Context: an optimization exercise on an open-source flow, tuned for small area. The choices shown serve that exercise and are no tape-out recipe.
Only simulation tests tie the RTL to the original design; equivalence was not proved.
Power and IR drop assume default switching activity.

## standard.sh

```bash
#!/bin/bash
# synth_recipe.tcl (not shown) runs the flow's synth.tcl, then flattens the netlist and writes it again
# the make line also repeats each setting of config.mk as NAME=value (left out here)
make -C /OpenROAD-flow-scripts/flow DESIGN_CONFIG=/design/flow/config.mk WORK_HOME=/design/flow/orfs CLKGATE_MAP_FILE= SYNTH_SCRIPT=/design/flow/synth_recipe.tcl "${@:-finish}"
```

## design.v

```verilog
`timescale              1ns/1ps
`default_nettype        none
module EF_PSRAM_CTRL (
    input   wire            clk,
    input   wire            rst_n,
    input   wire            load,        
    input   wire            busy,        
    input   wire [31:0]     wdata,
    input   wire [22:0]     addr,
    input   wire [1:0]      size,        
    input   wire            rd_wr,
    input   wire            qspi,
    input   wire            qpi,
    input   wire            short_cmd,
    input   wire [3:0]      wait_states,
    input   wire [7:0]      cmd,
    output  wire            done,
    output  reg  [31:0]     sr,
    output  reg             sck,
    output  reg             ce_n,
    input   wire [3:0]      din,
    output  wire [3:0]      dout,
    output  wire [3:0]      douten
);
    reg  [6:0]  c;
    reg         d0;              
    wire        spi     = ~(qpi | qspi);
    wire        word    = size[1];
    wire        half    = size[0];
    wire [6:0]  dlen    = spi ? (word ? 7'd32 : half ? 7'd16 : 7'd8)
                              : (word ? 7'd8  : half ? 7'd4  : 7'd2);
    wire [6:0]  dend    = (spi ? 7'd56 : 7'd38) + dlen;
    wire [6:0]  nfinal  = short_cmd ? (qpi ? 7'd38 : 7'd32)
                                    : dend + (rd_wr ? {3'd0, wait_states} : 7'd0);
    assign done = (c == nfinal);
    wire        in_data = spi ? (c >= 7'd56) : (c >= 7'd38);
    wire        past    = (c >= dend);
    wire        bitmode = spi | (qspi & ~qpi & ~c[5]);
    always @(posedge clk)
        if (ce_n | done)
            c <= {2'b00, 2'b11, qpi, qpi, 1'b0};
        else
            c <= c + {6'd0, sck};
    always @(posedge clk or negedge rst_n)
        if (!rst_n)
            sck <= 1'b0;
        else
            sck <= ~(ce_n | done | sck);
    always @(posedge clk or negedge rst_n)
        if (!rst_n)
            ce_n <= 1'b1;
        else
            ce_n <= ~busy | done;
    wire [7:0]  lane_byte = (addr[1:0] == 2'd0) ? wdata[7:0]   :
                            (addr[1:0] == 2'd1) ? wdata[15:8]  :
                            (addr[1:0] == 2'd2) ? wdata[23:16] :
                                                  wdata[31:24];
    always @(posedge clk)
        if (load) begin
            sr  <= {lane_byte, (addr[1] ? wdata[31:24] : wdata[15:8]), wdata[23:16], wdata[31:24]};
            d0  <= spi & word & wdata[0];
        end
        else if (sck & in_data)
            sr  <= spi ? {sr[30:0], din[1]} : {sr[27:0], din};
    wire [2:0]  q = bitmode ? c[4:2] : c[2:0];
    reg  [3:0]  nib;
    always @*
        case (q)
            3'd6:   nib = cmd[7:4];
            3'd7:   nib = cmd[3:0];
            3'd0:   nib = {1'b0, addr[22:20]};
            3'd1:   nib = addr[19:16];
            3'd2:   nib = addr[15:12];
            3'd3:   nib = addr[11:8];
            3'd4:   nib = addr[7:4];
            default:nib = addr[3:0];
        endcase
    wire        head_bit = nib[~c[1:0]];
    assign dout[3:1] = in_data ? (past ? 3'b000 : sr[31:29]) : nib[3:1];
    assign dout[0]   = in_data ? (past ? d0 : (spi ? sr[31] : sr[28]))
                               : (bitmode ? head_bit : nib[0]);
    wire        oe_off  = in_data & rd_wr;
    assign douten[0]    = bitmode | ~oe_off;
    assign douten[3:1]  = {3{~bitmode & ~oe_off}};
endmodule
`timescale              1ns/1ps
`default_nettype        none
module EF_PSRAM_CTRL_AHBL #(parameter REGISTER_HWDATA = 1)
(
    input   wire            HCLK,
    input   wire            HRESETn,
    input   wire            HSEL,
    input   wire [31:0]     HADDR,
    input   wire [31:0]     HWDATA,
    input   wire [1:0]      HTRANS,
    input   wire [2:0]      HSIZE,
    input   wire            HWRITE,
    input   wire            HREADY,
    output  reg             HREADYOUT,
    output  reg [31:0]      HRDATA,
    output  wire            sck,
    output  wire            ce_n,
    input   wire [3:0]      din,
    output  wire [3:0]      dout,
    output  wire [3:0]      douten
);
    reg [22:0]  last_HADDR;
    reg         last_cfg;            
    reg         last_HWRITE;
    reg [1:0]   last_HSIZE;          
    reg         last_ahb_addr_phase;
    wire        ahb_addr_phase  = HTRANS[1] & HSEL & HREADY;
    always @(posedge HCLK)
        if (HREADY) begin
            last_HADDR  <= HADDR[22:0];
            last_cfg    <= HADDR[23];
            last_HWRITE <= HWRITE;
            last_HSIZE  <= HSIZE[1:0];
        end
    always @(posedge HCLK or negedge HRESETn)
        if (!HRESETn)
            last_ahb_addr_phase <= 1'b0;
        else
            last_ahb_addr_phase <= ahb_addr_phase;
    reg [7:0]   RD_CMD_REG;
    reg [7:0]   WR_CMD_REG;
    reg [7:0]   EQPI_CMD_REG;
    reg [7:0]   XQPI_CMD_REG;
    reg [3:0]   WAIT_STATES_REG;
    reg [1:0]   MODE_REG;
    reg         ENTER_QPI_REG;
    reg         EXIT_QPI_REG;
    wire        cfg_we = last_ahb_addr_phase & last_cfg & last_HWRITE;
    always @(posedge HCLK)
        if (!HRESETn) begin
            RD_CMD_REG      <= 8'h03;
            WR_CMD_REG      <= 8'h02;
            EQPI_CMD_REG    <= 8'h35;
            XQPI_CMD_REG    <= 8'hF5;
            WAIT_STATES_REG <= 4'd0;
            MODE_REG        <= 2'd0;
            ENTER_QPI_REG   <= 1'b0;
            EXIT_QPI_REG    <= 1'b0;
        end
        else if (cfg_we) begin
            if (last_HADDR[8])  RD_CMD_REG      <= HWDATA[7:0];
            if (last_HADDR[9])  WR_CMD_REG      <= HWDATA[7:0];
            if (last_HADDR[10]) EQPI_CMD_REG    <= HWDATA[7:0];
            if (last_HADDR[11]) XQPI_CMD_REG    <= HWDATA[7:0];
            if (last_HADDR[12]) WAIT_STATES_REG <= HWDATA[3:0];
            if (last_HADDR[13]) MODE_REG        <= HWDATA[1:0];
            if (last_HADDR[14]) ENTER_QPI_REG   <= HWDATA[0];
            if (last_HADDR[15]) EXIT_QPI_REG    <= HWDATA[0];
        end
    wire        done;
    wire        busy = ~HREADYOUT & ~last_ahb_addr_phase & ~last_cfg;
    always @(posedge HCLK or negedge HRESETn)
        if (!HRESETn)
            HREADYOUT <= 1'b1;
        else
            HREADYOUT <= ~ahb_addr_phase & ~last_ahb_addr_phase & (HREADYOUT | last_cfg | done);
    wire        rd_wr   = ~last_HWRITE;
    wire        short_cmd = ENTER_QPI_REG | EXIT_QPI_REG;
    wire [7:0]  cmd     = ENTER_QPI_REG ? EQPI_CMD_REG :
                          EXIT_QPI_REG  ? XQPI_CMD_REG :
                          rd_wr         ? RD_CMD_REG   :
                                          WR_CMD_REG;
    wire [31:0] sr;
    EF_PSRAM_CTRL MCTRL (
        .clk(HCLK),
        .rst_n(HRESETn),
        .load(last_ahb_addr_phase),
        .busy(busy),
        .wdata(HWDATA),
        .addr(last_HADDR),
        .size(last_HSIZE),
        .rd_wr(rd_wr),
        .qspi(MODE_REG[0]),
        .qpi(MODE_REG[1]),
        .short_cmd(short_cmd),
        .wait_states(WAIT_STATES_REG),
        .cmd(cmd),
        .done(done),
        .sr(sr),
        .sck(sck),
        .ce_n(ce_n),
        .din(din),
        .dout(dout),
        .douten(douten)
    );
    wire        is_word = last_HSIZE[1];
    wire        is_half = last_HSIZE[0];
    wire        is_byte = ~is_word & ~is_half;
    wire [1:0]  lane    = last_HADDR[1:0];
    always @* begin
        HRDATA[7:0]   = is_word ? sr[31:24] :
                        (is_half & ~lane[1]) ? sr[15:8] :
                        (is_byte & (lane == 2'd0)) ? sr[7:0] : 8'd0;
        HRDATA[15:8]  = is_word ? sr[23:16] :
                        (is_half & ~lane[1]) ? sr[7:0] :
                        (is_byte & (lane == 2'd1)) ? sr[7:0] : 8'd0;
        HRDATA[23:16] = is_word ? sr[15:8] :
                        (is_half & lane[1]) ? sr[15:8] :
                        (is_byte & (lane == 2'd2)) ? sr[7:0] : 8'd0;
        HRDATA[31:24] = (is_word | (is_half & lane[1]) | (is_byte & (lane == 2'd3))) ? sr[7:0] : 8'd0;
    end
endmodule
```

## flow/run.sh

```bash
#!/bin/bash
# Standard ORFS layout, with small port buffers and a CTS without dummy loads.
set -euo pipefail
export BUFFER_PORTS_ARGS="-buffer_cell sky130_fd_sc_hd__buf_1"
export CTS_ARGS="-sink_clustering_enable -repair_clock_nets -dont_use_dummy_load -buf_list sky130_fd_sc_hd__clkbuf_8"
bash standard.sh > standard_flow.log 2>&1
```

## config.mk

```make
export PLATFORM = sky130hd
export DESIGN_NAME = EF_PSRAM_CTRL_AHBL
export DESIGN_NICKNAME = EF_PSRAM_CTRL_AHBL
export VERILOG_FILES = /design/flow/design.v
export SDC_FILE = /design/flow/constraint.sdc
export NUM_CORES = 4
export LEC_CHECK = 0
export ABC_AREA = 1
export CAP_MARGIN = 20
export CORE_MARGIN = 2
export CORE_UTILIZATION = 40
export SLEW_MARGIN = 20
```

## constraint.sdc

```tcl
create_clock -name core_clock -period 10.0 [get_ports {HCLK}]
set_input_delay 2.0000 -clock core_clock [delete_from_list [all_inputs] [get_ports {HCLK}]]
set_output_delay 2.0000 -clock core_clock [all_outputs]
set_load 0.01 [all_outputs]
```

==> results of run 1 <==
metrics by stage:
stage               hold slack, ns   power, W  cells  setup slack [ns]
finish                      0.4539  0.0008877   1145             4.266
global route                0.4766  0.0009246   1145             3.993
CTS                         0.4603  0.0008889   1145             4.312
detailed placement          0.4465  0.0006675   1136             4.742
global placement            0.4420  0.0006674   1136             4.732
floorplan                   0.4246  0.0006081    845             5.406
logic make-up after synthesis:
kind of cell / Yosys count
XOR/XNOR: 6
AO/OA/AOI/OAI: 196
adder cells (fa/ha/maj): 13
flip-flops: 111
AND/OR/NAND/NOR: 399
buffers and inverters: 120
final timing paths:
| path | startpoint | end | slack (ns) |
|---|---|---|---|
| setup / recovery | MODE_REG[1]$_SDFFE_PN0P_ | dout[0] | 4.27 |
| hold / removal | WR_CMD_REG[6]$_SDFFE_PN0P_ | WR_CMD_REG[6]$_SDFFE_PN0P_ | 0.45 |
| setup reg to reg | MODE_REG[1]$_SDFFE_PN0P_ | MCTRL.c[2]$_DFF_P_ | 6.14 |
| hold reg to reg | WR_CMD_REG[6]$_SDFFE_PN0P_ | WR_CMD_REG[6]$_SDFFE_PN0P_ | 0.45 |
| max in group asynchronous | HRESETn | MCTRL.ce_n$_DFF_PN1_ | 7.99 |
| min in group asynchronous | HRESETn | MCTRL.sck$_DFF_PN0_ | 1.67 |
area by class of cell:
cell class / count / area, sq um
fillers: 1646 / 8681
well taps: 216 / 270.3
flip-flops and latches: 111 / 2845
clock buffers: 9 / 123.9
multi-input cells: 614 / 3042
inverters: 81 / 306.5
repair buffers: 114 / 444.2
sequential cells by signal, indices dropped and copies added, names as in the netlist:
name                 count
MCTRL.sr                32
EXIT_QPI_REG             1
WAIT_STATES_REG          4
ENTER_QPI_REG            1
MCTRL.ce_n               1
MCTRL.c                  7
last_HSIZE               2
last_cfg                 1
MCTRL.d0                 1
last_HWRITE              1
MODE_REG                 2
HREADYOUT                1
EQPI_CMD_REG             8
XQPI_CMD_REG             8
RD_CMD_REG               8
MCTRL.sck                1
last_ahb_addr_phase      1
last_HADDR              23
WR_CMD_REG               8
cells in the mapped netlist (all sizes together) (2+ instances only):
cell type / number / area, sq um
nor2: 112 / 437.9
clkinv: 2 / 7.510
a22oi: 3 / 22.52
xor2: 6 / 52.55
nand2: 222 / 880.8
edfxtp: 60 / 1802
o2111ai: 5 / 43.79
o211ai: 7 / 52.55
ha: 12 / 150.1
a221oi: 3 / 26.28
o21ai: 69 / 364.1
nor3: 3 / 15.01
nand4: 11 / 68.82
clkbuf: 21 / 80.07
or2: 2 / 12.52
dfxtp: 47 / 940.9
a31oi: 5 / 31.28
dfstp: 2 / 52.55
a31o: 3 / 26.28
buf: 18 / 101.4
o21a: 2 / 15.01
dfrtp: 2 / 50.05
nand3: 47 / 240.2
a32oi: 8 / 70.07
a21oi: 80 / 404.1
inv: 79 / 299.0
o311ai: 5 / 43.79
power by group through the flow:
stage	clock [W]	sequential, W	combinational, W
final	0.000229	0.000518	0.000141
after global routing	0.000247	0.000520	0.000157
after CTS	0.000231	0.000518	0.000140
after detailed placement	0	0.000529	0.000139
after global placement	0	0.000529	0.000139
after floorplan	0	0.000520	0.0000880
worst min-delay path, stage by stage (launching register included):
cell	delay, ns
sky130_fd_sc_hd__dfxtp_1	0.31
sky130_fd_sc_hd__inv_1	0.05
sky130_fd_sc_hd__a21oi_1	0.05
metal layers:
layer / up-vias / routed length [microns] / GRT usage (%)
met4: 0 / 428 / 7.337
met2: 259 / 8711 / 34.49
met5: - / 0 / 0
met1: 2796 / 9331 / 35.80
li1: 3015 / - / -
met3: 31 / 1493 / 4.387
==> impl_results.html, run 1 <==
<table>
<tr><th>Metric</th><th>Value</th></tr>
<tr><th colspan="2">Timing</th></tr>
<tr><td>Max-slew violation count</td><td>0</td></tr>
<tr><td>Fmax achieved</td><td>0.1744 GHz</td></tr>
<tr><td>Fin crit share</td><td>57.34%</td></tr>
<tr><td>Worst clock skew</td><td>0.02040 ns</td></tr>
<tr><td>Minimum period implied by the final worst setup slack</td><td>5.734 ns</td></tr>
<tr><td>Setup repair after global routing missed its margin</td><td>false</td></tr>
<tr><td>Remaining max-slew budget at the tightest pin</td><td>29.84%</td></tr>
<tr><td>Final TNS setup</td><td>0 ns</td></tr>
<tr><td>Slew of the pin with the lowest slew margin</td><td>1.051 ns</td></tr>
<tr><td>Final hold violation count</td><td>0</td></tr>
<tr><td>Endpoints failing setup</td><td>0</td></tr>
<tr><th colspan="2">Min path</th></tr>
<tr><td>Class of the tightest hold or removal check</td><td>reg -&gt; reg</td></tr>
<tr><td>Cells on Worst Hold Path</td><td>2</td></tr>
<tr><th colspan="2">CTS</th></tr>
<tr><td>Number of sinks driven by the clock tree</td><td>111</td></tr>
<tr><td>Maximum number of buffers from clock root to sink</td><td>2</td></tr>
<tr><td>TritonCTS clock tree</td><td>done</td></tr>
<tr><td>Number of instances resized during post-cts repair</td><td>0</td></tr>
<tr><td>TritonCTS Buffers</td><td>9</td></tr>
<tr><td>Maximum level of the CTS H-tree</td><td>3</td></tr>
<tr><td>Skew-Pair Late Insertion Delay</td><td>0.39 ns</td></tr>
<tr><td>Post-CTS setup buffer count</td><td>0</td></tr>
<tr><td>CTS clock-pin slew for the worst setup and hold paths</td><td>0.09 ns</td></tr>
<tr><td>CTS Hold Bufs</td><td>0</td></tr>
<tr><td>Clock root buffer</td><td>sky130_fd_sc_hd__clkbuf_8</td></tr>
<tr><th colspan="2">Synthesis</th></tr>
<tr><td>Compound-gate portion of the synthesized area</td><td>18.01%</td></tr>
<tr><td>Post-synthesis net count</td><td>936</td></tr>
<tr><td>Share of flip-flops with an asynchronous set or reset after synthesis</td><td>3.604%</td></tr>
<tr><td>Most common flop cell mapped by yosys</td><td>sky130_fd_sc_hd__edfxtp_1</td></tr>
<tr><td>Adder-cell share of the synthesized area</td><td>2.670%</td></tr>
<tr><td>Post-synthesis share of cell area spent on and, or, nand and nor gates</td><td>26.19%</td></tr>
<tr><td>Post-Synthesis Mean Instance Area</td><td>7.541 sq um</td></tr>
<tr><td>Yosys reg bits</td><td>111</td></tr>
<tr><td>Summed instance area of the synthesized netlist</td><td>6372 sq um</td></tr>
<tr><td>Xor/xnor share of the synthesized area</td><td>0.8247%</td></tr>
<tr><td>Number of standard cells after synthesis</td><td>845</td></tr>
<tr><td>Share of the yosys chip area belonging to registers</td><td>44.65%</td></tr>
<tr><td>Synthesis warning total</td><td>2</td></tr>
<tr><td>Number of distinct library cells after synthesis</td><td>51</td></tr>
<tr><td>Largest family of logic cells by synthesized area</td><td>simple AND/OR/NAND/NOR gates</td></tr>
<tr><td>Multiplexer share of the synthesized area</td><td>0%</td></tr>
<tr><td>Number of enable-type register cells in the synthesized netlist</td><td>60</td></tr>
<tr><th colspan="2">Pwr</th></tr>
<tr><td>Internal</td><td>0.0006272 W</td></tr>
<tr><td>Gate power share</td><td>15.9%</td></tr>
<tr><td>Clock Power Share</td><td>25.8%</td></tr>
<tr><td>Max VDD drop</td><td>0.07767 mV</td></tr>
<tr><td>Pwr/cell area</td><td>126.2 nW/um^2</td></tr>
<tr><td>Switching power as a share of total power</td><td>29.34%</td></tr>
<tr><td>Net Sw Power</td><td>0.0002605 W</td></tr>
<tr><td>Share of total power in sequential cells</td><td>58.3%</td></tr>
<tr><td>P_leak</td><td>2.920 nW</td></tr>
<tr><th colspan="2">Place</th></tr>
<tr><td>Final RePlAce weighted congestion</td><td>0.9171</td></tr>
<tr><td>Post-detailed-placement cell area</td><td>6908 sq um</td></tr>
<tr><td>Hpwl dp</td><td>14190 microns</td></tr>
<tr><td>Total of buffers placed on input and output ports</td><td>110</td></tr>
<tr><th colspan="2">Finish</th></tr>
<tr><td>Total Nets Final</td><td>1022</td></tr>
<tr><td>End-of-flow core utilization</td><td>44.75%</td></tr>
<tr><td>Proportion of layout cells with a drive suffix above 1</td><td>4.844%</td></tr>
<tr><td>Most common library cell in the layout ignoring fill and taps</td><td>sky130_fd_sc_hd__nand2_1</td></tr>
<tr><td>Total inserted antenna cells</td><td>0</td></tr>
<tr><td>Final instance area</td><td>7032 sq um</td></tr>
<tr><td>Signed area change from the synthesized netlist to the final layout</td><td>10.35%</td></tr>
<tr><td>Highest-count cells in the layout ignoring fill and taps</td><td>210 x sky130_fd_sc_hd__nand2_1, 109 x sky130_fd_sc_hd__buf_1, 107 x sky130_fd_sc_hd__nor2_1</td></tr>
<tr><th colspan="2">Critical path</th></tr>
<tr><td>Critical Path End Type</td><td>primary output</td></tr>
<tr><td>CP peak stage delay</td><td>0.43 ns</td></tr>
<tr><td>Endpoint arrival time on the critical path</td><td>3.73 ns</td></tr>
<tr><td>Required time of the critical path</td><td>8.00 ns</td></tr>
<tr><td>Critical Setup Path Class</td><td>reg -&gt; out</td></tr>
<tr><td>Depth of the critical timing path with buffers and inverters included</td><td>18</td></tr>
<tr><td>Kind of cell with the highest combined delay on the critical path</td><td>simple AND/OR/NAND/NOR gates</td></tr>
<tr><td>Buf+Inv Stages, Crit Path</td><td>6</td></tr>
<tr><td>Critical path cell sequence</td><td>inv_2 -&gt; nand2_4 -&gt; inv_4 -&gt; a21oi_1 -&gt; ha_1 -&gt; nor2_1 -&gt; nor3_1 -&gt; inv_1 -&gt; ha_1 -&gt; nand2_1 -&gt; inv_1 -&gt; o211ai_1 -&gt; nand3_1 -&gt; inv_1 -&gt; o21ai_0 -&gt; o211ai_1 -&gt; nand2_1 -&gt; buf_1</td></tr>
<tr><td>Cell repeated most along the worst path</td><td>sky130_fd_sc_hd__inv_1</td></tr>
<tr><td>Standard cell with the maximum stage delay on the critical path</td><td>sky130_fd_sc_hd__dfxtp_1</td></tr>
<tr><td>Maximum fanout along the worst path</td><td>51</td></tr>
<tr><td>Worst Reg-to-Reg Cells</td><td>19</td></tr>
<tr><td>Startpoint types</td><td>register</td></tr>
<tr><th colspan="2">Routing</th></tr>
<tr><td>Number of vias in the routed layout</td><td>6101</td></tr>
<tr><td>First DRT Iteration DRCs</td><td>709</td></tr>
<tr><td>Via count normalized by instance count</td><td>5.328</td></tr>
<tr><td>Average wire per cell in the routed design</td><td>17.44 microns</td></tr>
<tr><td>Count of TritonRoute iterations in the first routing pass</td><td>5</td></tr>
<tr><td>Routed Wire Length</td><td>19970 microns</td></tr>
<tr><td>Remaining routing DRC violations</td><td>0</td></tr>
<tr><td>Count of nets left with antenna violations after detail routing</td><td>0</td></tr>
<tr><th colspan="2">Global routing</th></tr>
<tr><td>Number of antenna violations at the first check in global routing</td><td>0</td></tr>
<tr><td>Wire length of the first global-routing pass</td><td>30260 microns</td></tr>
<tr><td>Number of global-route vias before repair</td><td>5503</td></tr>
<tr><td>GRT Overall Usage</td><td>23.77%</td></tr>
<tr><td>Total grt overflow</td><td>0</td></tr>
<tr><td>Maximum number of pins on one net before global-route repair</td><td>52</td></tr>
<tr><th colspan="2">Floorplanning</th></tr>
<tr><td>Effective utilization at floorplan</td><td>40.56%</td></tr>
<tr><td>Horizontal extent of the die</td><td>130.2 microns</td></tr>
<tr><td>Overall die area</td><td>16960 sq um</td></tr>
<tr><td>Boundary pin count</td><td>121</td></tr>
<tr><td>Rows</td><td>46</td></tr>
<tr><td>Die Height</td><td>130.2 microns</td></tr>
<tr><td>Core Box Area</td><td>15710 sq um</td></tr>
<tr><th colspan="2">Run</th></tr>
<tr><td>Max-capacitance violation count</td><td>0</td></tr>
<tr><th colspan="2">Run status</th></tr>
<tr><td>Run status</td><td>no timing/DRC/antenna violations</td></tr>
</table>
==> run 2, diff against run 1 <==
--- a/design.v
+++ b/design.v
@@ -32,8 +32,10 @@
     wire [6:0]  dend    = (spi ? 7'd56 : 7'd38) + dlen;
-    wire [6:0]  nfinal  = short_cmd ? (qpi ? 7'd38 : 7'd32)
-                                    : dend + (rd_wr ? {3'd0, wait_states} : 7'd0);
-    assign done = (c == nfinal);
-    wire        in_data = spi ? (c >= 7'd56) : (c >= 7'd38);
-    wire        past    = (c >= dend);
-    wire        bitmode = spi | (qspi & ~qpi & ~c[5]);
+    wire [3:0]  ws      = rd_wr ? wait_states : 4'd0;
+    reg         pf;
+    wire        at_end  = ~short_cmd & ~pf & (c == dend);
+    assign done = short_cmd ? (c == (qpi ? 7'd38 : 7'd32))
+                            : (pf ? (c[3:0] == 4'hF) : (at_end & (ws == 4'd0)));
+    wire        in_data = pf | (spi ? (c >= 7'd56) : (c >= 7'd38));
+    wire        past    = pf | at_end;
+    wire        bitmode = spi | (qspi & ~qpi & ~c[5] & ~pf);
     always @(posedge clk)
@@ -41,4 +43,8 @@
             c <= {2'b00, 2'b11, qpi, qpi, 1'b0};
+        else if (at_end)
+            c <= {3'b000, ~ws};
         else
             c <= c + {6'd0, sck};
+    always @(posedge clk)
+        pf <= ~ce_n & ~done & (pf | at_end);
     always @(posedge clk or negedge rst_n)
@@ -53,9 +59,5 @@
             ce_n <= ~busy | done;
-    wire [7:0]  lane_byte = (addr[1:0] == 2'd0) ? wdata[7:0]   :
-                            (addr[1:0] == 2'd1) ? wdata[15:8]  :
-                            (addr[1:0] == 2'd2) ? wdata[23:16] :
-                                                  wdata[31:24];
     always @(posedge clk)
         if (load) begin
-            sr  <= {lane_byte, (addr[1] ? wdata[31:24] : wdata[15:8]), wdata[23:16], wdata[31:24]};
+            sr  <= {wdata[7:0], wdata[15:8], wdata[23:16], wdata[31:24]};
             d0  <= spi & word & wdata[0];
@@ -64,2 +66,6 @@
             sr  <= spi ? {sr[30:0], din[1]} : {sr[27:0], din};
+    wire [3:0]  sr_head = (addr[1:0] == 2'd0) ? sr[31:28] :
+                          (addr[1:0] == 2'd1) ? sr[23:20] :
+                          (addr[1:0] == 2'd2) ? sr[15:12] :
+                                                sr[7:4];
     wire [2:0]  q = bitmode ? c[4:2] : c[2:0];
@@ -78,4 +84,4 @@
     wire        head_bit = nib[~c[1:0]];
-    assign dout[3:1] = in_data ? (past ? 3'b000 : sr[31:29]) : nib[3:1];
-    assign dout[0]   = in_data ? (past ? d0 : (spi ? sr[31] : sr[28]))
+    assign dout[3:1] = in_data ? (past ? 3'b000 : sr_head[3:1]) : nib[3:1];
+    assign dout[0]   = in_data ? (past ? d0 : (spi ? sr_head[3] : sr_head[0]))
                                : (bitmode ? head_bit : nib[0]);
@@ -194,13 +200,13 @@
     wire [1:0]  lane    = last_HADDR[1:0];
+    wire b0 = is_byte & (lane == 2'd0);
+    wire b1 = is_byte & (lane == 2'd1);
+    wire b2 = is_byte & (lane == 2'd2);
+    wire b3 = is_byte & (lane == 2'd3);
+    wire h0 = ~is_word & is_half & ~lane[1];
+    wire h2 = ~is_word & is_half & lane[1];
     always @* begin
-        HRDATA[7:0]   = is_word ? sr[31:24] :
-                        (is_half & ~lane[1]) ? sr[15:8] :
-                        (is_byte & (lane == 2'd0)) ? sr[7:0] : 8'd0;
-        HRDATA[15:8]  = is_word ? sr[23:16] :
-                        (is_half & ~lane[1]) ? sr[7:0] :
-                        (is_byte & (lane == 2'd1)) ? sr[7:0] : 8'd0;
-        HRDATA[23:16] = is_word ? sr[15:8] :
-                        (is_half & lane[1]) ? sr[15:8] :
-                        (is_byte & (lane == 2'd2)) ? sr[7:0] : 8'd0;
-        HRDATA[31:24] = (is_word | (is_half & lane[1]) | (is_byte & (lane == 2'd3))) ? sr[7:0] : 8'd0;
+        HRDATA[7:0]   = ({8{is_word}} & sr[31:24]) | ({8{h0}} & sr[15:8]) | ({8{b0}} & sr[7:0]);
+        HRDATA[15:8]  = ({8{is_word}} & sr[23:16]) | ({8{h0 | b1}} & sr[7:0]);
+        HRDATA[23:16] = ({8{is_word | h2}} & sr[15:8]) | ({8{b2}} & sr[7:0]);
+        HRDATA[31:24] = {8{is_word | h2 | b3}} & sr[7:0];
     end
==> flow/run.sh (replaced) <==
#!/bin/bash
# Standard ORFS layout, with small port buffers and a CTS without dummy loads.
set -euo pipefail
export BUFFER_PORTS_ARGS="-buffer_cell sky130_fd_sc_hd__buf_1"
export CTS_ARGS="-sink_clustering_enable -repair_clock_nets -dont_use_dummy_load -sink_clustering_size 60 -sink_clustering_max_diameter 200 -buf_list sky130_fd_sc_hd__clkbuf_16"
bash standard.sh > standard_flow.log 2>&1
==> run 2 against run 1 <==
Still clean on timing, DRC and antenna. Area after synthesis fell by 6.0%. Die area fell by 5.8%. Sequential power barely moved. Total power rose by 6.6%. Clock skew rose by 0.0079 ns. Synthesized cell count fell by 9.3%. Worst setup slack improved by 0.16 ns. First-iteration DRC count fell by 38%. Critical endpoint unchanged. Largest cell class is now sequential cells. Largest power group unchanged.
==> impl_results.html, run 2 <==
<table>
<tr><th>Metric</th><th>Value</th></tr>
<tr><th colspan="2">Timing</th></tr>
<tr><td>Worst clock skew</td><td>0.02826 ns (+0.007866 ns)</td></tr>
<tr><td>Fin crit share</td><td>55.78% (-1.6 points)</td></tr>
<tr><td>Max-slew violation count</td><td>0 (unchanged)</td></tr>
<tr><td>Tightest hold margin</td><td>0.4566 ns (+0.002778 ns)</td></tr>
<tr><td>Setup repair after global routing missed its margin</td><td>false</td></tr>
<tr><td>Remaining max-slew budget at the tightest pin</td><td>46.07% (+16 points)</td></tr>
<tr><td>Fmax achieved</td><td>0.1793 GHz (+2.8%)</td></tr>
<tr><td>Final hold violation count</td><td>0 (unchanged)</td></tr>
<tr><td>Minimum period implied by the final worst setup slack</td><td>5.578 ns (-0.1560 ns)</td></tr>
<tr><td>Slew of the pin with the lowest slew margin</td><td>0.8089 ns (-0.2423 ns)</td></tr>
<tr><td>Final TNS setup</td><td>0 ns (unchanged)</td></tr>
<tr><td>Endpoints failing setup</td><td>0 (unchanged)</td></tr>
<tr><th colspan="2">Routing</th></tr>
<tr><td>Count of nets left with antenna violations after detail routing</td><td>0 (unchanged)</td></tr>
<tr><td>Count of TritonRoute iterations in the first routing pass</td><td>6 (+1)</td></tr>
<tr><td>Routed length on met2</td><td>8207 microns (-5.8%)</td></tr>
<tr><td>First DRT Iteration DRCs</td><td>439 (-38%)</td></tr>
<tr><td>Average wire per cell in the routed design</td><td>17.06 microns (-2.2%)</td></tr>
<tr><td>Highest Signal Layer</td><td>met4</td></tr>
<tr><td>Met3 layer wire length in the routed design</td><td>1144 microns (-23%)</td></tr>
<tr><td>Remaining routing DRC violations</td><td>0 (unchanged)</td></tr>
<tr><td>Routed Wire Length</td><td>17860 microns (-11%)</td></tr>
<tr><td>Number of vias in the routed layout</td><td>5681 (-6.9%)</td></tr>
<tr><td>M1 WL</td><td>8159 microns (-13%)</td></tr>
<tr><td>Via count normalized by instance count</td><td>5.426 (+1.8%)</td></tr>
<tr><th colspan="2">Finish</th></tr>
<tr><td>Number of filler cells placed in the layout</td><td>1506 (-8.5%)</td></tr>
<tr><td>Register area</td><td>2865 sq um (+0.70%)</td></tr>
<tr><td>Signed area change from the synthesized netlist to the final layout</td><td>12.67%</td></tr>
<tr><td>End-of-flow core utilization</td><td>46.28% (+1.5 points)</td></tr>
<tr><td>Proportion of layout cells with a drive suffix above 1</td><td>5.214% (+0.37 points)</td></tr>
<tr><td>Number of flip-flops in the largest register</td><td>32 (unchanged)</td></tr>
<tr><td>Registers with the most flip-flops</td><td>MCTRL.sr x32, last_HADDR x23</td></tr>
<tr><td>Combined area of the multi-input logic cells</td><td>2720 sq um (-11%)</td></tr>
<tr><td>Total inserted antenna cells</td><td>0 (unchanged)</td></tr>
<tr><td>Register with the most flip-flops</td><td>MCTRL.sr</td></tr>
<tr><td>Total Nets Final</td><td>946 (-7.4%)</td></tr>
<tr><td>Most common library cell in the layout ignoring fill and taps</td><td>sky130_fd_sc_hd__nand2_1</td></tr>
<tr><td>Highest-count cells in the layout ignoring fill and taps</td><td>145 x sky130_fd_sc_hd__nand2_1, 126 x sky130_fd_sc_hd__nor2_1, 109 x sky130_fd_sc_hd__buf_1</td></tr>
<tr><th colspan="2">Synthesis</th></tr>
<tr><td>Cell taking the most area after synthesis</td><td>sky130_fd_sc_hd__edfxtp_1</td></tr>
<tr><td>Number of standard cells after synthesis</td><td>766 (-9.3%)</td></tr>
<tr><td>Most common flop cell mapped by yosys</td><td>sky130_fd_sc_hd__edfxtp_1</td></tr>
<tr><td>Ranking of synthesized cells by area</td><td>sky130_fd_sc_hd__edfxtp_1 30%, sky130_fd_sc_hd__dfxtp_1 16%, sky130_fd_sc_hd__nand2_1 9.1%, sky130_fd_sc_hd__nor2_1 7.9%, sky130_fd_sc_hd__a21oi_1 6.9%</td></tr>
<tr><td>Post-synthesis net count</td><td>847 (-9.5%)</td></tr>
<tr><td>Number of distinct library cells after synthesis</td><td>44 (-14%)</td></tr>
<tr><td>Post-Synthesis Mean Instance Area</td><td>7.822 sq um (+3.7%)</td></tr>
<tr><td>Summed instance area of the synthesized netlist</td><td>5992 sq um (-6.0%)</td></tr>
<tr><td>Number of enable-type register cells in the synthesized netlist</td><td>60 (unchanged)</td></tr>
<tr><td>Commonest cells in the netlist</td><td>145 x sky130_fd_sc_hd__nand2_1, 126 x sky130_fd_sc_hd__nor2_1, 83 x sky130_fd_sc_hd__a21oi_1</td></tr>
<tr><td>Share of the yosys chip area belonging to registers</td><td>47.82% (+3.2 points)</td></tr>
<tr><td>Most frequent cell after synthesis</td><td>sky130_fd_sc_hd__nand2_1</td></tr>
<tr><td>Share of flip-flops with an asynchronous set or reset after synthesis</td><td>3.571% (-0.032 points)</td></tr>
<tr><td>Synthesis warning total</td><td>2 (unchanged)</td></tr>
<tr><td>Yosys reg bits</td><td>112 (+0.90%)</td></tr>
<tr><td>Share of Yosys cell area claimed by the top area cell type</td><td>30.07% (+1.8 points)</td></tr>
<tr><th colspan="2">Run</th></tr>
<tr><td>Max-capacitance violation count</td><td>0 (unchanged)</td></tr>
<tr><th colspan="2">Min path</th></tr>
<tr><td>Startpoint of the worst hold path</td><td>WR_CMD_REG[1]$_SDFFE_PN1P_</td></tr>
<tr><td>Cells on Worst Hold Path</td><td>2 (unchanged)</td></tr>
<tr><td>Class of the tightest hold or removal check</td><td>reg -&gt; reg</td></tr>
<tr><td>Worst-case hold path end point</td><td>WR_CMD_REG[1]$_SDFFE_PN1P_</td></tr>
<tr><th colspan="2">Critical path</th></tr>
<tr><td>Critical Path End Type</td><td>primary output</td></tr>
<tr><td>Required time of the critical path</td><td>8.00 ns (about the same)</td></tr>
<tr><td>Critical Setup Path Class</td><td>reg -&gt; out</td></tr>
<tr><td>Endpoint arrival time on the critical path</td><td>3.58 ns (-0.15 ns)</td></tr>
<tr><td>Worst Reg-to-Reg Cells</td><td>10 (-9)</td></tr>
<tr><td>RR Endpoint</td><td>MCTRL.sr[31]$_DFFE_PP_</td></tr>
<tr><td>Setup slack on the worst flop-to-flop path</td><td>6.52 ns (+0.38 ns)</td></tr>
<tr><td>Startpoint types</td><td>register</td></tr>
<tr><td>Worst r2r src</td><td>MODE_REG[1]$_SDFFE_PN0P_</td></tr>
<tr><td>Maximum fanout along the worst path</td><td>42 (-18%)</td></tr>
<tr><th colspan="2">CTS</th></tr>
<tr><td>TritonCTS clock tree</td><td>done</td></tr>
<tr><td>Number of sinks driven by the clock tree</td><td>112 (+0.90%)</td></tr>
<tr><td>Clock root buffer</td><td>sky130_fd_sc_hd__clkbuf_16</td></tr>
<tr><td>TritonCTS Buffers</td><td>9 (unchanged)</td></tr>
<tr><td>Maximum level of the CTS H-tree</td><td>3 (unchanged)</td></tr>
<tr><td>Number of instances resized during post-cts repair</td><td>0 (unchanged)</td></tr>
<tr><td>CTS clock-pin slew for the worst setup and hold paths</td><td>0.07 ns (-0.02 ns)</td></tr>
<tr><td>Post-CTS setup buffer count</td><td>0 (unchanged)</td></tr>
<tr><td>Skew-Pair Late Insertion Delay</td><td>0.37 ns (-0.02 ns)</td></tr>
<tr><td>CTS Hold Bufs</td><td>0 (unchanged)</td></tr>
<tr><td>Maximum number of buffers from clock root to sink</td><td>2 (unchanged)</td></tr>
<tr><th colspan="2">Floorplanning</th></tr>
<tr><td>Core Box Area</td><td>14590 sq um (-7.2%)</td></tr>
<tr><td>Die Height</td><td>126.4 microns (-2.9%)</td></tr>
<tr><td>Overall die area</td><td>15970 sq um (-5.8%)</td></tr>
<tr><td>Horizontal extent of the die</td><td>126.4 microns (-2.9%)</td></tr>
<tr><td>Effective utilization at floorplan</td><td>41.07% (+0.52 points)</td></tr>
<tr><td>Rows</td><td>44 (-4.3%)</td></tr>
<tr><td>Boundary pin count</td><td>121 (unchanged)</td></tr>
<tr><th colspan="2">Global routing</th></tr>
<tr><td>Number of antenna violations at the first check in global routing</td><td>0 (unchanged)</td></tr>
<tr><td>GRT Overall Usage</td><td>22.52% (-1.3 points)</td></tr>
<tr><td>Number of global-route vias before repair</td><td>5150 (-6.4%)</td></tr>
<tr><td>Wire length of the first global-routing pass</td><td>28230 microns (-6.7%)</td></tr>
<tr><td>Maximum number of pins on one net before global-route repair</td><td>45 (-13%)</td></tr>
<tr><td>Total grt overflow</td><td>0 (unchanged)</td></tr>
<tr><th colspan="2">Place</th></tr>
<tr><td>Final RePlAce weighted congestion</td><td>0.8850 (-3.5%)</td></tr>
<tr><td>Hpwl dp</td><td>12800 microns (-9.8%)</td></tr>
<tr><td>Total of buffers placed on input and output ports</td><td>110 (unchanged)</td></tr>
<tr><th colspan="2">Pwr</th></tr>
<tr><td>Pwr/cell area</td><td>140.2 nW/um^2 (+11%)</td></tr>
<tr><td>Max VDD drop</td><td>0.08940 mV (+15%)</td></tr>
<tr><td>P_leak</td><td>2.732 nW (-6.4%)</td></tr>
<tr><th colspan="2">Run status</th></tr>
<tr><td>Run status</td><td>no timing/DRC/antenna violations</td></tr>
</table>
## run 2: report_power, final
| group | internal, W | switching [W] |
|---|---|---|
| registers | 0.000505 | 0.0000136 |
| logic | 0.0000362 | 0.0000790 |
| clock network | 0.000159 | 0.000153 |
## run 2: routing by layer
layer / vias up / track usage (%)
li1: 2788 / -
met1: 2642 / 32.02
met2: 225 / 35.36
met3: 26 / 3.543
met4: 0 / 7.046
met5: - / 0
## run 2: cell type report
| class | instances | share of cell area [%] |
|---|---|---|
| inverters | 67 | 3.725 |
| well taps | 184 | 3.410 |
| flip-flops and latches | 112 | 42.44 |
| clock buffers | 9 | 3.336 |
| multi-input cells | 559 | 40.29 |
| repair buffers | 116 | 6.801 |
## run 2: how the worst max path moves through the flow
stage                                  start      end  slack (ns)  cells after the start
floorplan           MODE_REG[1]$_SDFFE_PN0P_  dout[0]        5.64                     14
global placement    MODE_REG[1]$_SDFFE_PN0P_  dout[0]        4.80                     13
detailed placement  MODE_REG[1]$_SDFFE_PN0P_  dout[0]        4.80                     13
CTS                 MODE_REG[1]$_SDFFE_PN0P_  dout[0]        4.40                     13
global route        MODE_REG[1]$_SDFFE_PN0P_  dout[0]        4.07                     17
finish              MODE_REG[1]$_SDFFE_PN0P_  dout[0]        4.42                     13
## run 2: per-stage QoR
step / worst slack, ns / area (sq um) / power (W) / instances
after floorplan: 5.642 / 5992 / 0.0005919 / 766
after global placement: 4.798 / 6526 / 0.0006432 / 1038
after detailed placement: 4.796 / 6526 / 0.0006439 / 1038
after CTS: 4.396 / 6751 / 0.0009534 / 1047
after global routing: 4.073 / 6751 / 0.0009850 / 1047
final: 4.422 / 6751 / 0.0009463 / 1047
## run 2: cells by family after synthesis
group	count (synthesis)	synth area share, %
compound gates	185	17.06
xor+xnor	8	1.169
simple gates	362	26.35
buf+inv	95	6.786
mux	1	0.1879
fa+ha+maj	3	0.6265
flops	112	47.82
## run 2: critical path, stage by stage (launching register included)
cell and delay [ns]:
sky130_fd_sc_hd__dfxtp_1 0.49, sky130_fd_sc_hd__nor2_4 0.06, sky130_fd_sc_hd__buf_4 0.27, sky130_fd_sc_hd__inv_2 0.57
sky130_fd_sc_hd__nand2_4 0.24, sky130_fd_sc_hd__o21ai_2 0.52, sky130_fd_sc_hd__nor3b_1 0.12, sky130_fd_sc_hd__nor3_1 0.31
sky130_fd_sc_hd__nand4_1 0.15, sky130_fd_sc_hd__nand2_1 0.10, sky130_fd_sc_hd__nand2_1 0.05, sky130_fd_sc_hd__nand2_1 0.06
sky130_fd_sc_hd__nand2_1 0.07, sky130_fd_sc_hd__buf_1 0.14
==> run 3, diff against run 2 <==
==> flow/run.sh (replaced) <==
#!/bin/bash
# Standard ORFS layout, with small port buffers and a CTS without dummy loads.
set -euo pipefail
export BUFFER_PORTS_ARGS="-buffer_cell sky130_fd_sc_hd__buf_1"
export CTS_ARGS="-sink_clustering_enable -repair_clock_nets -dont_use_dummy_load -buf_list sky130_fd_sc_hd__clkbuf_8"
bash standard.sh > standard_flow.log 2>&1
==> run 3 against run 2 <==
Final area down 1.5%. Largest cell class unchanged. Final cell count unchanged. Still clean on timing, DRC and antenna. Worst hold slack better by 0.0044 ns. Clock-buffer cell count unchanged. First-iteration DRC count down 12%.
==> impl_results.html, run 3 <==
<table>
<tr><th>Metric</th><th>Value</th></tr>
<tr><th colspan="2">Timing</th></tr>
<tr><td>Endpoints failing setup</td><td>0 (unchanged)</td></tr>
<tr><td>Minimum period implied by the final worst setup slack</td><td>5.618 ns (+0.03989 ns)</td></tr>
<tr><td>Max-slew violation count</td><td>0 (unchanged)</td></tr>
<tr><td>Slew of the pin with the lowest slew margin</td><td>0.8110 ns (+0.002074 ns)</td></tr>
<tr><td>Worst clock skew</td><td>0.05158 ns (+0.02332 ns)</td></tr>
<tr><td>Fmax achieved</td><td>0.1780 GHz (-0.71%)</td></tr>
<tr><td>Setup repair after global routing missed its margin</td><td>false</td></tr>
<tr><td>Final hold violation count</td><td>0 (unchanged)</td></tr>
<tr><td>Final worst slack</td><td>4.382 ns (-0.03989 ns)</td></tr>
<tr><td>Remaining max-slew budget at the tightest pin</td><td>45.93% (-0.14 points)</td></tr>
<tr><td>Final TNS setup</td><td>0 ns (unchanged)</td></tr>
<tr><td>Fin crit share</td><td>56.18% (+0.40 points)</td></tr>
<tr><th colspan="2">Floorplanning</th></tr>
<tr><td>Effective utilization at floorplan</td><td>41.07% (unchanged)</td></tr>
<tr><td>Die Height</td><td>126.4 microns (unchanged)</td></tr>
<tr><td>Rows</td><td>44 (unchanged)</td></tr>
<tr><td>Horizontal extent of the die</td><td>126.4 microns (unchanged)</td></tr>
<tr><td>Core Box Area</td><td>14590 sq um (unchanged)</td></tr>
<tr><td>Boundary pin count</td><td>121 (unchanged)</td></tr>
<tr><td>Overall die area</td><td>15970 sq um (unchanged)</td></tr>
<tr><th colspan="2">CTS</th></tr>
<tr><td>CTS clock-pin slew for the worst setup and hold paths</td><td>0.09 ns (+0.02 ns)</td></tr>
<tr><td>Maximum number of buffers from clock root to sink</td><td>2 (unchanged)</td></tr>
<tr><td>Number of sinks driven by the clock tree</td><td>112 (unchanged)</td></tr>
<tr><td>Number of instances resized during post-cts repair</td><td>0 (unchanged)</td></tr>
<tr><td>TritonCTS clock tree</td><td>done</td></tr>
<tr><td>Clock root buffer</td><td>sky130_fd_sc_hd__clkbuf_8</td></tr>
<tr><td>CTS Hold Bufs</td><td>0 (unchanged)</td></tr>
<tr><td>Maximum level of the CTS H-tree</td><td>3 (unchanged)</td></tr>
<tr><td>TritonCTS Buffers</td><td>9 (unchanged)</td></tr>
<tr><td>Skew-Pair Late Insertion Delay</td><td>0.41 ns (+0.04 ns)</td></tr>
<tr><td>Post-CTS setup buffer count</td><td>0 (unchanged)</td></tr>
<tr><th colspan="2">Finish</th></tr>
<tr><td>Total Nets Final</td><td>946 (unchanged)</td></tr>
<tr><td>Number of flip-flops in the largest register</td><td>32 (unchanged)</td></tr>
<tr><td>Highest-count cells in the layout ignoring fill and taps</td><td>145 x sky130_fd_sc_hd__nand2_1, 126 x sky130_fd_sc_hd__nor2_1, 109 x sky130_fd_sc_hd__buf_1</td></tr>
<tr><td>Most common library cell in the layout ignoring fill and taps</td><td>sky130_fd_sc_hd__nand2_1</td></tr>
<tr><td>Signed area change from the synthesized netlist to the final layout</td><td>10.98%</td></tr>
<tr><td>Proportion of layout cells with a drive suffix above 1</td><td>5.214% (unchanged)</td></tr>
<tr><td>Final instance area</td><td>6650 sq um (-1.5%)</td></tr>
<tr><td>Register with the most flip-flops</td><td>MCTRL.sr</td></tr>
<tr><td>Registers with the most flip-flops</td><td>MCTRL.sr x32, last_HADDR x23</td></tr>
<tr><td>Total inserted antenna cells</td><td>0 (unchanged)</td></tr>
<tr><th colspan="2">Synthesis</th></tr>
<tr><td>Compound-gate portion of the synthesized area</td><td>17.06% (unchanged)</td></tr>
<tr><td>Number of enable-type register cells in the synthesized netlist</td><td>60 (unchanged)</td></tr>
<tr><td>Summed instance area of the synthesized netlist</td><td>5992 sq um (unchanged)</td></tr>
<tr><td>Ranking of synthesized cells by area</td><td>sky130_fd_sc_hd__edfxtp_1 30%, sky130_fd_sc_hd__dfxtp_1 16%, sky130_fd_sc_hd__nand2_1 9.1%, sky130_fd_sc_hd__nor2_1 7.9%, sky130_fd_sc_hd__a21oi_1 6.9%</td></tr>
<tr><td>Largest family of logic cells by synthesized area</td><td>simple AND/OR/NAND/NOR gates</td></tr>
<tr><td>Number of standard cells after synthesis</td><td>766 (unchanged)</td></tr>
<tr><td>Number of distinct library cells after synthesis</td><td>44 (unchanged)</td></tr>
<tr><td>Most common flop cell mapped by yosys</td><td>sky130_fd_sc_hd__edfxtp_1</td></tr>
<tr><td>Post-synthesis share of cell area spent on and, or, nand and nor gates</td><td>26.35% (unchanged)</td></tr>
<tr><td>Commonest cells in the netlist</td><td>145 x sky130_fd_sc_hd__nand2_1, 126 x sky130_fd_sc_hd__nor2_1, 83 x sky130_fd_sc_hd__a21oi_1</td></tr>
<tr><td>Multiplexer share of the synthesized area</td><td>0.1879% (unchanged)</td></tr>
<tr><td>Xor/xnor share of the synthesized area</td><td>1.169% (unchanged)</td></tr>
<tr><td>Post-synthesis net count</td><td>847 (unchanged)</td></tr>
<tr><td>Yosys reg bits</td><td>112 (unchanged)</td></tr>
<tr><td>Most frequent cell after synthesis</td><td>sky130_fd_sc_hd__nand2_1</td></tr>
<tr><td>Share of flip-flops with an asynchronous set or reset after synthesis</td><td>3.571% (unchanged)</td></tr>
<tr><td>Synthesis warning total</td><td>2 (unchanged)</td></tr>
<tr><td>Adder-cell share of the synthesized area</td><td>0.6264% (unchanged)</td></tr>
<tr><td>Share of Yosys cell area claimed by the top area cell type</td><td>30.07% (unchanged)</td></tr>
<tr><td>Share of the yosys chip area belonging to registers</td><td>47.82% (unchanged)</td></tr>
<tr><td>Post-Synthesis Mean Instance Area</td><td>7.822 sq um (unchanged)</td></tr>
<tr><td>Cell taking the most area after synthesis</td><td>sky130_fd_sc_hd__edfxtp_1</td></tr>
<tr><th colspan="2">Global routing</th></tr>
<tr><td>Wire length of the first global-routing pass</td><td>28210 microns (about the same)</td></tr>
<tr><td>Total grt overflow</td><td>0 (unchanged)</td></tr>
<tr><td>GRT Overall Usage</td><td>22.50% (about the same)</td></tr>
<tr><td>Number of antenna violations at the first check in global routing</td><td>0 (unchanged)</td></tr>
<tr><td>Maximum number of pins on one net before global-route repair</td><td>45 (unchanged)</td></tr>
<tr><td>Number of global-route vias before repair</td><td>5151 (+0.019%)</td></tr>
<tr><th colspan="2">Critical path</th></tr>
<tr><td>Critical Setup Path Class</td><td>reg -&gt; out</td></tr>
<tr><td>Buf+Inv Stages, Crit Path</td><td>3 (unchanged)</td></tr>
<tr><td>Depth of the critical timing path with buffers and inverters included</td><td>13 (unchanged)</td></tr>
<tr><td>Standard cell with the maximum stage delay on the critical path</td><td>sky130_fd_sc_hd__inv_2</td></tr>
<tr><td>CP peak stage delay</td><td>0.57 ns (about the same)</td></tr>
<tr><td>Setup slack on the worst flop-to-flop path</td><td>6.51 ns (about the same)</td></tr>
<tr><td>Kind of cell with the highest combined delay on the critical path</td><td>simple AND/OR/NAND/NOR gates</td></tr>
<tr><td>Critical path cell sequence</td><td>nor2_4 -&gt; buf_4 -&gt; inv_2 -&gt; nand2_4 -&gt; o21ai_2 -&gt; nor3b_1 -&gt; nor3_1 -&gt; nand4_1 -&gt; nand2_1 -&gt; nand2_1 -&gt; nand2_1 -&gt; nand2_1 -&gt; buf_1</td></tr>
<tr><td>Startpoint types</td><td>register</td></tr>
<tr><td>RR Endpoint</td><td>MCTRL.sr[31]$_DFFE_PP_</td></tr>
<tr><td>Endpoint arrival time on the critical path</td><td>3.62 ns (+0.04 ns)</td></tr>
<tr><td>Critical Path End Type</td><td>primary output</td></tr>
<tr><td>Maximum fanout along the worst path</td><td>42 (unchanged)</td></tr>
<tr><td>Worst Reg-to-Reg Cells</td><td>10 (unchanged)</td></tr>
<tr><td>Required time of the critical path</td><td>8.00 ns (about the same)</td></tr>
<tr><td>Worst r2r src</td><td>MODE_REG[1]$_SDFFE_PN0P_</td></tr>
<tr><td>Cell repeated most along the worst path</td><td>sky130_fd_sc_hd__nand2_1</td></tr>
<tr><th colspan="2">Min path</th></tr>
<tr><td>Class of the tightest hold or removal check</td><td>reg -&gt; reg</td></tr>
<tr><td>Cells on Worst Hold Path</td><td>2 (unchanged)</td></tr>
<tr><td>Worst-case hold path end point</td><td>WAIT_STATES_REG[2]$_SDFFE_PN0P_</td></tr>
<tr><td>Startpoint of the worst hold path</td><td>WAIT_STATES_REG[2]$_SDFFE_PN0P_</td></tr>
<tr><th colspan="2">Place</th></tr>
<tr><td>Post-detailed-placement cell area</td><td>6526 sq um (unchanged)</td></tr>
<tr><td>Final RePlAce weighted congestion</td><td>0.8850 (unchanged)</td></tr>
<tr><td>Hpwl dp</td><td>12800 microns (unchanged)</td></tr>
<tr><td>Pre-CTS setup slack</td><td>4.796 ns (unchanged)</td></tr>
<tr><td>Total of buffers placed on input and output ports</td><td>110 (unchanged)</td></tr>
<tr><th colspan="2">Routing</th></tr>
<tr><td>Routed Wire Length</td><td>17860 microns (about the same)</td></tr>
<tr><td>Via count normalized by instance count</td><td>5.385 (-0.76%)</td></tr>
<tr><td>First DRT Iteration DRCs</td><td>386 (-12%)</td></tr>
<tr><td>Average wire per cell in the routed design</td><td>17.06 microns (about the same)</td></tr>
<tr><td>Number of vias in the routed layout</td><td>5638 (-0.76%)</td></tr>
<tr><td>Remaining routing DRC violations</td><td>0 (unchanged)</td></tr>
<tr><td>Count of TritonRoute iterations in the first routing pass</td><td>6 (unchanged)</td></tr>
<tr><td>Count of nets left with antenna violations after detail routing</td><td>0 (unchanged)</td></tr>
<tr><th colspan="2">Pwr</th></tr>
<tr><td>Pwr/cell area</td><td>129.1 nW/um^2 (-7.9%)</td></tr>
<tr><td>P_leak</td><td>2.686 nW (-1.7%)</td></tr>
<tr><td>Max VDD drop</td><td>0.08094 mV (-9.5%)</td></tr>
<tr><th colspan="2">Run status</th></tr>
<tr><td>Run status</td><td>no timing/DRC/antenna violations</td></tr>
<tr><th colspan="2">Run</th></tr>
<tr><td>Max-capacitance violation count</td><td>0 (unchanged)</td></tr>
</table>
==> run 3: cell counts after synthesis <==
Identical to the previous run, type by type.
==> run 3: where the power goes <==
| part | internal [W] | leakage, nW | total, W | switching [W] |
|---|---|---|---|---|
| Clock | 0.0000813 | 0.0647 | 0.000224 | 0.000143 |
| Combinational | 0.0000362 | 1.62 | 0.000115 | 0.0000792 |
| Sequential | 0.000505 | 1.00 | 0.000519 | 0.0000136 |
| Total | 0.000623 | 2.69 | 0.000858 | 0.000236 |
==> run 3: metrics by stage <==
stage | power [W] | hold WS, ns | std cells | util (%)
after floorplan | 0.0005919 | 0.4236 | 766 | -
after global placement | 0.0006432 | 0.4325 | 1038 | 44.73
after detailed placement | 0.0006439 | 0.4373 | 1038 | 44.73
after CTS | 0.0008622 | 0.4633 | 1047 | 45.58
after global routing | 0.0008967 | 0.4829 | 1047 | 45.58
final | 0.0008583 | 0.4610 | 1047 | 45.58
==> run 3: logic make-up (layout without fill, tap and decap cells) <==
group                    after synthesis  count (layout)
AO/OA/AOI/OAI                        185             185
adder cells (fa/ha/maj)                3               3
flip-flops                           112             112
AND/OR/NAND/NOR                      362             362
multiplexers                           1               1
buffers and inverters                 95             192
XOR/XNOR                               8               8
==> run 3: worst max-delay path by stage <==
| stage | endpoint | slack (ns) | startpoint |
|---|---|---|---|
| floorplan | dout[0] | 5.64 | MODE_REG[1]$_SDFFE_PN0P_ |
| global placement | dout[0] | 4.80 | MODE_REG[1]$_SDFFE_PN0P_ |
| detailed placement | dout[0] | 4.80 | MODE_REG[1]$_SDFFE_PN0P_ |
| CTS | dout[0] | 4.36 | MODE_REG[1]$_SDFFE_PN0P_ |
| global route | dout[0] | 4.02 | MODE_REG[1]$_SDFFE_PN0P_ |
| finish | dout[0] | 4.38 | MODE_REG[1]$_SDFFE_PN0P_ |
==> run 3: area by class of cell <==
cell class                      count  area (sq um)
Clock buffer                        9         123.9
Fill cell                        1517          7939
Inverter                           67         251.5
Multi-Input combinational cell    559          2720
Sequential cell                   112          2865
Tap cell                          184         230.2
Timing Repair Buffer              116         459.2
==> run 3: routing by layer <==
layer / vias to the layer above / track usage (%) / part of all wire, %
li1: 2787 / - / -
met1: 2621 / 31.96 / 46
met2: 210 / 35.42 / 46
met3: 20 / 4.386 / 6.7
met4: 0 / 5.624 / 1.4
met5: - / 0 / 0
==> run 3: tightest hold or removal path: stages, from the launching register on <==
cell                      delay (ns)
sky130_fd_sc_hd__dfxtp_1        0.30
sky130_fd_sc_hd__inv_1          0.06
sky130_fd_sc_hd__a21oi_1        0.06
==> run 4, diff against run 3 <==
==> flow/run.sh (replaced) <==
#!/bin/bash
# Layout flow: the standard synthesis, then the combinational logic is
# re-mapped by ABC for area (flip-flops untouched, proven equivalent), then
# the standard ORFS layout with buf_1 port buffers and a CTS without dummy loads.
set -euo pipefail
HERE=$(pwd)
FL=$HERE/flow
LIB=$FLOW_HOME/platforms/sky130hd/lib/sky130_fd_sc_hd__tt_025C_1v80.lib
YOSYS=$FLOW_HOME/../tools/install/yosys/bin/yosys
[ -x "$YOSYS" ] || YOSYS=yosys
RES=$HERE/orfs/results/sky130hd/EF_PSRAM_CTRL_AHBL/base

export BUFFER_PORTS_ARGS="-buffer_cell sky130_fd_sc_hd__buf_1"
export CTS_ARGS="${CTS_ARGS_OVERRIDE:--sink_clustering_enable -repair_clock_nets -dont_use_dummy_load -buf_list sky130_fd_sc_hd__clkbuf_8}"

# 1. standard synthesis
bash standard.sh synth > synth_standard.log 2>&1
cp $RES/1_2_yosys.v $HERE/synth_standard.v

# 2. re-map the combinational logic
cat > $HERE/remap.ys <<EOF
read_liberty -ignore_miss_func $LIB
read_verilog $HERE/synth_standard.v
hierarchy -top $FLOW_TOP
blackbox sky130_fd_sc_hd__df* sky130_fd_sc_hd__edf*
flatten
opt -purge
abc -script $FL/remap.abc -liberty $LIB -dont_use *probe* -dont_use *lpflow*
opt_clean -purge
hilomap -singleton -hicell sky130_fd_sc_hd__conb_1 HI -locell sky130_fd_sc_hd__conb_1 LO
insbuf -buf sky130_fd_sc_hd__buf_4 A X
splitnets
opt_clean -purge
tee -o $HERE/remap_stat.txt stat -liberty $LIB
write_verilog -noattr -nohex -nodec $HERE/synth_remap.v
EOF
$YOSYS -s $HERE/remap.ys > remap_yosys.log 2>&1

# 3. prove the re-mapped logic equal to the standard synthesis (flip-flops cut)
python3 $FL/cut_flops.py $HERE/synth_standard.v $HERE/eq_std.v
python3 $FL/cut_flops.py $HERE/synth_remap.v $HERE/eq_remap.v
cat > $HERE/equiv.ys <<EOF
read_liberty -ignore_miss_func $LIB
read_verilog $HERE/eq_std.v
rename $FLOW_TOP gold
read_verilog $HERE/eq_remap.v
rename $FLOW_TOP gate
miter -equiv -flatten -make_outputs gold gate miter
hierarchy -top miter
sat -verify -prove trigger 0 miter
EOF
$YOSYS -s $HERE/equiv.ys > equiv_yosys.log 2>&1
grep -q "SUCCESS" equiv_yosys.log

# 4. layout from the re-mapped netlist
cp $HERE/synth_remap.v $RES/1_2_yosys.v
touch $RES/1_2_yosys.v
bash standard.sh > layout_standard.log 2>&1
==> flow/cut_flops.py (new file) <==
import re,sys
# cut flops out of a yosys-written netlist: flop outputs become inputs, flop inputs become outputs
src=open(sys.argv[1]).read()
m=re.search(r'module\s+(\S+)\s*\((.*?)\);',src,re.S)
inst_re=re.compile(r'(sky130_fd_sc_hd__(?:df|edf)\w+)\s+(\\?\S+)\s*\((.*?)\);',re.S)
newports=[];decls=[];assigns=[]
def pname(inst,pin): 
    return 'ff_'+re.sub(r'[^A-Za-z0-9_]','_',inst)+'_'+pin
def repl(mo):
    cell,inst,conns=mo.groups()
    for pin,net in re.findall(r'\.(\w+)\((.*?)\)\s*(?:,|$)',conns.strip(),re.S):
        net=net.strip()
        if net.startswith('\\'): net=net+' '
        p=pname(inst,pin)
        newports.append(p)
        if pin in ('Q','Q_N'):
            decls.append('  input %s;'%p); assigns.append('  assign %s = %s;'%(net,p))
        else:
            decls.append('  output %s;'%p); assigns.append('  assign %s = %s;'%(p,net))
    return ''
body=inst_re.sub(repl,src)
body=body.replace(m.group(0),'module %s(%s, %s);'%(m.group(1),m.group(2),', '.join(newports)),1)
body=body.replace('endmodule','\n'.join(decls)+'\n'+'\n'.join(assigns)+'\nendmodule')
open(sys.argv[2],'w').write(body)
==> flow/remap.abc (new file) <==
strash
dch
amap
mfs2
strash
dch
amap
mfs2
strash
dch
amap
==> run 4 against run 3 <==
Final area down 8.4%. Core utilization rose by 2.3 points. Critical path depth up 5. Die area decreased by 12%. Clock-buffer cell count unchanged.
==> impl_results.html, run 4 <==
<table>
<tr><th>Metric</th><th>Value</th></tr>
<tr><th colspan="2">Place</th></tr>
<tr><td>Final RePlAce weighted congestion</td><td>0.8740 (-1.2%)</td></tr>
<tr><td>Hpwl dp</td><td>11660 microns (-8.9%)</td></tr>
<tr><th colspan="2">Critical path</th></tr>
<tr><td>Endpoint arrival time on the critical path</td><td>4.84 ns (+1.22 ns)</td></tr>
<tr><td>Setup slack on the worst flop-to-flop path</td><td>6.27 ns (-0.24 ns)</td></tr>
<tr><td>Critical Path End Type</td><td>primary output</td></tr>
<tr><td>Startpoint types</td><td>register</td></tr>
<tr><td>RR Endpoint</td><td>MCTRL.c[0]$_SDFF_PP0_</td></tr>
<tr><td>Required time of the critical path</td><td>8.00 ns (about the same)</td></tr>
<tr><td>Worst Reg-to-Reg Cells</td><td>17 (+7)</td></tr>
<tr><td>Critical Setup Path Class</td><td>reg -&gt; out</td></tr>
<tr><th colspan="2">Routing</th></tr>
<tr><td>Average wire per cell in the routed design</td><td>18.58 microns (+8.9%)</td></tr>
<tr><td>Remaining routing DRC violations</td><td>0 (unchanged)</td></tr>
<tr><td>Via count normalized by instance count</td><td>5.841 (+8.5%)</td></tr>
<tr><td>Number of vias in the routed layout</td><td>5058 (-10%)</td></tr>
<tr><td>Routed Wire Length</td><td>16090 microns (-9.9%)</td></tr>
<tr><td>Count of nets left with antenna violations after detail routing</td><td>0 (unchanged)</td></tr>
<tr><th colspan="2">Timing</th></tr>
<tr><td>Minimum period implied by the final worst setup slack</td><td>6.836 ns (+1.217 ns)</td></tr>
<tr><td>Tightest hold margin</td><td>0.4636 ns (+0.002535 ns)</td></tr>
<tr><td>Fmax achieved</td><td>0.1463 GHz (-18%)</td></tr>
<tr><td>Setup repair after global routing missed its margin</td><td>false</td></tr>
<tr><td>Final worst slack</td><td>3.164 ns (-1.217 ns)</td></tr>
<tr><td>Worst clock skew</td><td>0.03251 ns (-0.01908 ns)</td></tr>
<tr><td>Slew of the pin with the lowest slew margin</td><td>0.9763 ns (+0.1653 ns)</td></tr>
<tr><td>Final TNS setup</td><td>0 ns (unchanged)</td></tr>
<tr><td>Remaining max-slew budget at the tightest pin</td><td>34.91% (-11 points)</td></tr>
<tr><td>Fin crit share</td><td>68.36% (+12 points)</td></tr>
<tr><th colspan="2">Synthesis</th></tr>
<tr><td>Synthesis warning total</td><td>2 (unchanged)</td></tr>
<tr><td>Post-synthesis net count</td><td>648 (-23%)</td></tr>
<tr><th colspan="2">Finish</th></tr>
<tr><td>Number of flip-flops in the largest register</td><td>32 (unchanged)</td></tr>
<tr><td>Final instance area</td><td>6088 sq um (-8.4%)</td></tr>
<tr><td>Highest-count cells in the layout ignoring fill and taps</td><td>109 x sky130_fd_sc_hd__buf_1, 81 x sky130_fd_sc_hd__clkinv_1, 73 x sky130_fd_sc_hd__nor2_1</td></tr>
<tr><td>Non-filler instance count after layout</td><td>866 (-17%)</td></tr>
<tr><td>Total inserted antenna cells</td><td>0 (unchanged)</td></tr>
<tr><td>Number of filler cells placed in the layout</td><td>1281 (-16%)</td></tr>
<tr><th colspan="2">Floorplanning</th></tr>
<tr><td>Horizontal extent of the die</td><td>118.8 microns (-6.0%)</td></tr>
<tr><td>Core Box Area</td><td>12720 sq um (-13%)</td></tr>
<tr><td>Effective utilization at floorplan</td><td>41.46% (+0.39 points)</td></tr>
<tr><td>Die Height</td><td>118.8 microns (-6.0%)</td></tr>
<tr><th colspan="2">Run status</th></tr>
<tr><td>Run status</td><td>no timing/DRC/antenna violations</td></tr>
<tr><th colspan="2">Global routing</th></tr>
<tr><td>Total grt overflow</td><td>0 (unchanged)</td></tr>
<tr><td>Wire length of the first global-routing pass</td><td>25250 microns (-10%)</td></tr>
<tr><td>Number of antenna violations at the first check in global routing</td><td>0 (unchanged)</td></tr>
<tr><td>GRT Overall Usage</td><td>23.04% (+0.54 points)</td></tr>
<tr><th colspan="2">Pwr</th></tr>
<tr><td>Pwr/cell area</td><td>139.3 nW/um^2 (+7.9%)</td></tr>
<tr><td>P_leak</td><td>1.987 nW (-26%)</td></tr>
<tr><th colspan="2">CTS</th></tr>
<tr><td>CTS clock-pin slew for the worst setup and hold paths</td><td>0.10 ns (about the same)</td></tr>
<tr><td>Number of sinks driven by the clock tree</td><td>112 (unchanged)</td></tr>
<tr><td>TritonCTS Buffers</td><td>9 (unchanged)</td></tr>
<tr><td>Post-CTS setup buffer count</td><td>0 (unchanged)</td></tr>
</table>
## run 4: power breakdown
part	total [W]	internal [W]	switching, W
registers	0.000519	0.000505	0.0000141
clock network	0.000215	0.0000811	0.000134
logic	0.000113	0.0000387	0.0000746
total	0.000848	0.000625	0.000223
## run 4: worst min path at each step
| stage | depth (start not counted) | from | to |
|---|---|---|---|
| CTS | 2 | RD_CMD_REG[2]$_SDFFE_PN0P_ | RD_CMD_REG[2]$_SDFFE_PN0P_ |
| global placement | 2 | RD_CMD_REG[6]$_SDFFE_PN0P_ | RD_CMD_REG[6]$_SDFFE_PN0P_ |
| finish | 2 | RD_CMD_REG[2]$_SDFFE_PN0P_ | RD_CMD_REG[2]$_SDFFE_PN0P_ |
| detailed placement | 2 | RD_CMD_REG[2]$_SDFFE_PN0P_ | RD_CMD_REG[2]$_SDFFE_PN0P_ |
| floorplan | 2 | WR_CMD_REG[0]$_SDFFE_PN0P_ | WR_CMD_REG[0]$_SDFFE_PN0P_ |
| global route | 2 | RD_CMD_REG[6]$_SDFFE_PN0P_ | RD_CMD_REG[6]$_SDFFE_PN0P_ |
## run 4: cell type report
type	instances	area share, %
tap	172	3.535
sequential	112	47.06
clock buffer	9	2.035
multi-input combinational	375	34.38
timing repair buffer	117	7.994
inverter	81	4.994
## run 4: stage by stage
| stage | util, % | power [W] |
|---|---|---|
| final | 47.86 | 0.0008482 |
| after global routing | 47.86 | 0.0008886 |
| after CTS | 47.86 | 0.0008575 |
| after detailed placement | 46.88 | 0.0006419 |
| after global placement | 46.67 | 0.0006396 |
| after floorplan | - | 0.0005890 |
## run 4: critical path, cell delays in order (launching register included)
cell and delay (ns):
sky130_fd_sc_hd__dfxtp_1 0.37, sky130_fd_sc_hd__nor2_2 0.09, sky130_fd_sc_hd__buf_4 0.37, sky130_fd_sc_hd__clkinv_1 0.11, sky130_fd_sc_hd__buf_4 0.28, sky130_fd_sc_hd__o31ai_1 0.25
sky130_fd_sc_hd__clkinv_1 0.28, sky130_fd_sc_hd__o22ai_1 0.56, sky130_fd_sc_hd__clkinv_1 0.19, sky130_fd_sc_hd__nand3_1 0.21, sky130_fd_sc_hd__o21ai_0 0.13, sky130_fd_sc_hd__a2111oi_0 0.42
sky130_fd_sc_hd__o211ai_1 0.14, sky130_fd_sc_hd__o21ai_0 0.23, sky130_fd_sc_hd__nor2b_1 0.09, sky130_fd_sc_hd__o32ai_1 0.27, sky130_fd_sc_hd__a22o_1 0.18, sky130_fd_sc_hd__o32ai_1 0.09
sky130_fd_sc_hd__buf_1 0.16
## run 4: layer usage
layer  wire (microns)  share of wire [%]  vias to the layer above  track usage, %
met4              210                1.3                        0           5.729
met1             7423                 46                     2400           33.56
met5                0                  0                        -               0
met3             1053                6.5                       18           4.741
li1                 -                  -                     2409               -
met2             7403                 46                      231           35.09

what the ideal ports hide:
Ports are ideal in the flow. The routed layouts listed here were re-timed in OpenROAD. Step 1 assumes that a clkbuf_16 drives the clock port and a buf_2 every other input. Step 2 also shifts input and output timing later by t, the mid clock arrival at the registers, as if the neighbouring blocks saw the same clock. a / b / c = ideal ports / drivers / drivers and shift; a / b = the first two.
run	t, ns	setup slack, ns	worst register clock-pin slew, ns	worst slew at a driven data input, ns
run 1	0.421	4.266 / 4.226 / 4.647	0.10 / 0.10	0.03
run 2	0.397	4.422 / 4.379 / 4.776	0.08 / 0.08	0.04
run 3	0.427	4.382 / 4.343 / 4.770	0.13 / 0.13	0.04
run 4	0.414	3.164 / 3.127 / 3.542	0.11 / 0.11	0.04
After both steps every run listed still meets setup and hold.
